Context: an optimization exercise on an open-source flow, tuned for small area and a short achievable clock period. The choices shown serve that exercise and are no tape-out recipe.
Only simulation tests tie the RTL to the original design; equivalence was not proved.
No activity file was given, so power comes from the tool's default toggle rates.

==> flow/design.v (outline; a module is shown in full before it is edited, if it fits) <==
// module user_logic: 1586 lines
// module mul_fa: 4 lines
// module mul_ha: 4 lines
// module mul_o22ai: 3 lines
// module mul_ao22: 3 lines
// module mul_x2: 3 lines
// module mul_o21ai: 3 lines
// module mul_a22oi: 3 lines
// module mul_nand2: 3 lines
// module mul_a21oi: 3 lines
// module mul_maj3: 3 lines
// module mul_omux: 3 lines
module user_logic
(
  Bus2IP_Clk,                      
  Bus2IP_Reset,                    
  Bus2IP_Data,                     
  Bus2IP_BE,                       
  Bus2IP_RdCE,                     
  Bus2IP_WrCE,                     
  IP2Bus_Data,                     
  IP2Bus_RdAck,                    
  IP2Bus_WrAck,                    
  IP2Bus_Error                     
);
  // ...
==> flow/flow/run.sh <==
#!/bin/bash
set -euo pipefail
bash standard.sh "BUFFER_PORTS_ARGS=-buffer_cell sky130_fd_sc_hd__buf_2" \
  "CTS_ARGS=-sink_clustering_enable -repair_clock_nets -dont_use_dummy_load -sink_clustering_size 14 -buf_list sky130_fd_sc_hd__clkbuf_8 -root_buf sky130_fd_sc_hd__clkbuf_16" \
  finish > make.log 2>&1
==> flow/standard.sh <==
#!/bin/bash
# synth_recipe.tcl (not shown) runs the flow's synth.tcl, then flattens the netlist and writes it again
# the make line also repeats each setting of config.mk as NAME=value (left out here)
make -C /OpenROAD-flow-scripts/flow DESIGN_CONFIG=/design/flow/config.mk WORK_HOME=/design/flow/orfs CLKGATE_MAP_FILE= SYNTH_SCRIPT=/design/flow/synth_recipe.tcl "${@:-finish}"
==> flow/config.mk <==
export PLATFORM = sky130hd
export DESIGN_NAME = user_logic
export DESIGN_NICKNAME = user_logic
export VERILOG_FILES = /design/flow/design.v
export SDC_FILE = /design/flow/constraint.sdc
export NUM_CORES = 4
export LEC_CHECK = 0
export ABC_AREA = 0
export CAP_MARGIN = 20
export CORE_MARGIN = 2
export CORE_UTILIZATION = 40
export SETUP_SLACK_MARGIN = 4.0
export SLEW_MARGIN = 20
export SYNTH_HIERARCHICAL = 1
export SYNTH_MINIMUM_KEEP_SIZE = 0
==> flow/constraint.sdc <==
create_clock -name core_clock -period 8.0 [get_ports {Bus2IP_Clk}]
set_input_delay 1.6000 -clock core_clock [delete_from_list [all_inputs] [get_ports {Bus2IP_Clk}]]
set_output_delay 1.6000 -clock core_clock [all_outputs]
set_load 0.01 [all_outputs]
==> impl_metrics.env, run 1 <==
export IMPL_worst_setup_path_end_kind="output pin"
export IMPL_tightest_slew_ns=0.971
export IMPL_status="complete, no violations"
export IMPL_power_density_mw_per_mm2=115
export IMPL_arrival_ns=2.52
export IMPL_fin_area_mm2=0.0181
export IMPL_final_core_util_pct=47.0
export IMPL_top_regs="slv_reg0 (32), slv_reg1 (32), slv_reg2 (32)"
export IMPL_multiInputGateArea_mm2=0.0122
export IMPL_core_mm2=0.0386
export IMPL_drt_met1_wl_mm=22.0
export IMPL_nClkBuffers=17
export IMPL_seq_area_frac_synth_pct=21.8
export IMPL_cap_violations=0
export IMPL_start_kind="primary input"
export IMPL_setup_worst_path_end="IP2Bus_Data[14]"
export IMPL_avgViaCountPerCell=6.13
export IMPL_period_share_pct=51.6
export IMPL_signal_buffers=149
export IMPL_synth_area_leaders="fa_1 27%, dfxtp_1 22%, xor2_1 17%"
export IMPL_yosys_mux_area_fraction_pct=2.18
export IMPL_vias=13600
export IMPL_grt_pass1_vias=13800
export IMPL_htree_levels=4
export IMPL_busiest_layer="met2"
export IMPL_synth_edf_count=0
export IMPL_hold_end="slv_reg2[30]"
export IMPL_grtUsageMet2_pct=43.1
export IMPL_ir_drop_mv=0.122
==> run 2: changes to the inputs <==
==> flow/flow/run.sh (replaced) <==
#!/bin/bash
set -euo pipefail
bash standard.sh "BUFFER_PORTS_ARGS=-buffer_cell sky130_fd_sc_hd__buf_2" \
  "CTS_ARGS=-sink_clustering_enable -repair_clock_nets -dont_use_dummy_load -sink_clustering_size 20" \
  finish > make.log 2>&1
==> run 2 against run 1 <==
  * Sequential power about the same
  * Flip-flop and latch count unchanged
  * Area after synthesis unchanged
  * Routed wire length about the same
  * Largest cell class unchanged
  * Setup slack got worse by 0.0052 ns
  * Combinational power about the same
  * Critical endpoint unchanged
  * Hold slack got worse by 0.0079 ns
  * Synthesized cell count unchanged
  * Global-route usage increased by 0.20 points
  * Non-clock buffer count increased by 1
  * Utilization increased by 0.25 points
  * Critical path type unchanged
==> impl_metrics.env, run 2 <==
export IMPL_netlist_cell_type_count=54
export IMPL_min_path_type="flip-flop to flip-flop"
export IMPL_synth_area_leaders="fa_1 27%, dfxtp_1 22%, xor2_1 17%"
export IMPL_worst_setup_path_end_kind="output pin"
export IMPL_clkTransAtPathRegs_ns=0.07
export IMPL_period_share_pct=51.6
export IMPL_reg2reg_from="slv_reg1[16]"
export IMPL_rsz0062_at_grt="true"
export IMPL_crit_type="primary input to output pin"
export IMPL_power_uw=2270
export IMPL_fin_nets=1983
export IMPL_status="complete, no violations"
export IMPL_critical_path_slowest_cell="a22oi_2"
export IMPL_fp_dieH_um=201
export IMPL_rows=72
export IMPL_seq_area_frac_synth_pct=21.8
export IMPL_clock_latency_ns=0.47
export IMPL_multiInputGateArea_mm2=0.0122
export IMPL_ys_seq_elements=170
export IMPL_grt_max_degree=71
export IMPL_grt_ovfl_total=0
export IMPL_final_cell_mix="307 x xor2_1, 257 x o22ai_1, 214 x fa_1"
export IMPL_synth_simple_area_share_pct=8.61
export IMPL_grt_pass1_wl_mm=84.8
export IMPL_root_buffer="clkbuf_16"
export IMPL_seq_area_mm2=0.00343
export IMPL_syn_avg_cell_area_um2=10.0
export IMPL_ios=79
export IMPL_synthAdderAreaFrac_pct=28.8
export IMPL_final_hold_viol_count=0
export IMPL_ir_drop_mv=0.154
export IMPL_dr_pass1_iters=6
export IMPL_relSlewSlack_pct=32.4
export IMPL_avgViaCountPerCell=6.14
export IMPL_crit_family="buffers and inverters"
export IMPL_switching_share_pct=33.8
export IMPL_top_regs="slv_reg0 (32), slv_reg1 (32), slv_reg2 (32)"
export IMPL_hpwl_mm=36.0
export IMPL_hold_path_depth=1
export IMPL_die_area_mm2=0.0406
export IMPL_htree_levels=4
export IMPL_crit_buf_inv=3
export IMPL_gp_congestion=0.885
export IMPL_async_flop_share_pct=0
export IMPL_power_density_mw_per_mm2=125
export IMPL_combPwrFrac_pct=27.2
export IMPL_die_w_um=201
export IMPL_fmax_ghz=0.242
export IMPL_arrival_ns=2.53
export IMPL_finalSetupTns_ns=0
export IMPL_slew_violations=0
export IMPL_track_usage_pct=27.9
export IMPL_synth_edf_count=0
export IMPL_finalWorstSetupSlack_ns=3.87
export IMPL_final_core_util_pct=47.2
export IMPL_holdCritStartpoint="p1_0"
export IMPL_antenna_found_initial=3
export IMPL_synth_xor_area_share_pct=18.0
export IMPL_diodes=0
export IMPL_seqPwrFrac_pct=42.1
export IMPL_core_mm2=0.0386
export IMPL_syn_nets=1835
export IMPL_syn_inst=1560
export IMPL_synthTopCellsByCount="311 x xor2_1, 257 x o22ai_1, 214 x fa_1"
export IMPL_rr_endpoint="p31_1"
export IMPL_synth_compound_area_share_pct=18.6
export IMPL_clkSinkCount=170
export IMPL_worstPathRequired_ns=6.40
export IMPL_reg2reg_depth=9
export IMPL_drive_gt1_share_pct=17.0
export IMPL_yosys_warnings=7
export IMPL_cts_tree="yes"
export IMPL_drt_initial_drc_count=1643
export IMPL_vias=13700
export IMPL_fillers=3651
export IMPL_antenna_left=0
export IMPL_synth_top_area_share_pct=27.5
export IMPL_numPortBuffers=77
export IMPL_setup_viol=0
export IMPL_p_leak_uw=0.00888
export IMPL_netlist_area_mm2=0.0156
export IMPL_layout_area_overhead_vs_synth_pct=16.7
export IMPL_ys_flop_type="dfxtp_1"
export IMPL_max_clock_path_buffers=2
export IMPL_period_needed_ns=4.13
export IMPL_p_int_uw=1500
export IMPL_hold_end="slv_reg2[30]"
export IMPL_final_common_cell="xor2_1"
export IMPL_yosys_mux_area_fraction_pct=2.18
export IMPL_start_kind="primary input"
export IMPL_synth_top_family_by_area="adder cells"
export IMPL_dp_slack_ns=3.10
export IMPL_slowest_delay_ns=0.29
export IMPL_finClkSkew_ns=0.0407
export IMPL_routedWlPerCell_um=25.5
export IMPL_r2r_setup_slack_ns=4.02
export IMPL_cap_violations=0
export IMPL_route_detailed_drc=0
export IMPL_clkPwrFrac_pct=30.6
export IMPL_grt_pass1_vias=13800
export IMPL_cp_max_fo=5
export IMPL_initial_core_util_pct=40.4
export IMPL_net_switching_power_uw=768
export IMPL_cts_buffers=17
export IMPL_wirelength_mm=56.7
export IMPL_yosys_area_top_type="fa_1"
export IMPL_tightest_slew_ns=1.01
export IMPL_synth_most_common_cell="xor2_1"
export IMPL_crit_path_cell_trace="buf_12 > bufbuf_16 > a22oi_2 > a21oi_4 > buf_6"
## run 2: cell count changes in the layout (fill, tap and decap cells not counted), sizes merged
cell	previous run	this run
inv	46	47
bufbuf	1	2
buf	146	148
clkbuf	19	17
clkinvlp	10	9
## run 2: worst register-to-register path, delay by kind of cell (launching register included)
kind,cells,cell delay (ns)
buffers and inverters,1,0.58
AO/OA/AOI/OAI,1,0.20
XOR/XNOR,3,0.53
adder cells (fa/ha/maj),4,1.87
flip-flops,1,0.68
## run 2: worst max path at each step
stage / start / endpoint / cells past startpoint
after CTS: Bus2IP_RdCE[0] / IP2Bus_Data[14] / 6
after detailed placement: Bus2IP_RdCE[1] / IP2Bus_Data[10] / 6
final: Bus2IP_RdCE[0] / IP2Bus_Data[14] / 5
after floorplan: slv_reg1[14] / p31_1 / 9
after global placement: Bus2IP_RdCE[1] / IP2Bus_Data[12] / 6
after global routing: Bus2IP_RdCE[0] / IP2Bus_Data[28] / 6
## run 2: power by group through the flow
stage	Clock, uW	Combinational (uW)	Sequential [uW]
floorplan	0	344	966
global placement	0	547	979
detailed placement	0	554	979
CTS	706	599	959
global route	741	665	964
finish	696	618	957
## run 2: repair_timing
action | CTS | global route
resized for setup | 62 | 16
gates cloned | 12 | 0
hold buffers | 0 | 0
endpoints found under the setup margin | 77 | 64
pin swaps | 16 | 4
buffers inserted | 24 | 16
## run 2: stage by stage
| step | cell area [um2] | std cells | hold WS [ns] |
|---|---|---|---|
| after CTS | 18000 | 2208 | 0.431 |
| after floorplan | 15700 | 1560 | 0.406 |
| after global placement | 16800 | 2155 | 0.407 |
| after detailed placement | 16800 | 2155 | 0.421 |
| final | 18200 | 2224 | 0.437 |
| after global routing | 18200 | 2224 | 0.448 |
## run 2: area by class of cell
class                      instances  share of cell area, %
multi-input combinational       1312                   66.8
sequential                       170                   18.8
timing repair buffer             150                   7.15
tap                              518                   3.56
clock buffer                      17                   2.34
inverter                          53                   1.20
timing repair inverter             4                  0.165
## run 2: routing by layer
layer  vias to the layer above  GRT usage [%]  wire length [um]
li1                       5774              -                 -
met1                      6763           35.6             22100
met2                       932           43.1             25600
met3                       193           8.71              6610
met4                         0           12.9              2370
met5                         -              0                 0
## run 2: logic make-up after synthesis
logic type / Yosys count
AOI/OAI and AO/OA: 417
xor gates and xnor gates: 320
adders and majority gates: 231
buffers and inverters: 81
DFF: 170
muxes: 34
other: 1
and+or+nand+nor: 306
## run 2: per-module statistics from Yosys, one instance, submodules excluded
module	cells	flip-flops and latches	times used	cell area [um2]
mul_a21oi	1	0	32	8.76
mul_a22oi	1	0	32	12.5
mul_fa	1	0	213	20.0
mul_ha	1	0	3	12.5
mul_nand2	1	0	40	3.75
mul_o21ai	1	0	4	5.00
mul_o22ai	1	0	256	6.26
mul_x2	1	0	286	8.76
user_logic	694	170	1	6340

==> what the ideal ports hide <==
How much do the figures lean on ideal ports? The routed layouts below were timed once more, with nothing changed but the port constraints.
Step 1, drivers: a clkbuf_16 drives Bus2IP_Clk and a buf_2 each remaining input, both assumed.
Step 2 also shifts input and output timing later by t, the mid clock arrival at the registers, as if the neighbouring blocks saw the same clock.
a / b / c = ideal / step 1 / step 2; a / b = the first two.
run | t, ns | setup WS [ns] | worst setup path after step 2 | clock arrival spread, ns | slew at the worst register clock pin (ns)
run 1 | 0.454 | 3.876 / 3.817 / 3.817 | input to output | 0.062 / 0.062 | 0.12 / 0.12
run 2 | 0.499 | 3.871 / 3.822 / 3.822 | input to output | 0.041 / 0.041 | 0.08 / 0.08
After both steps setup and hold are still met in every run listed. For run 1, which loses most, drivers alone change the setup slack by -0.059 ns; drivers and shift together by -0.059 ns.
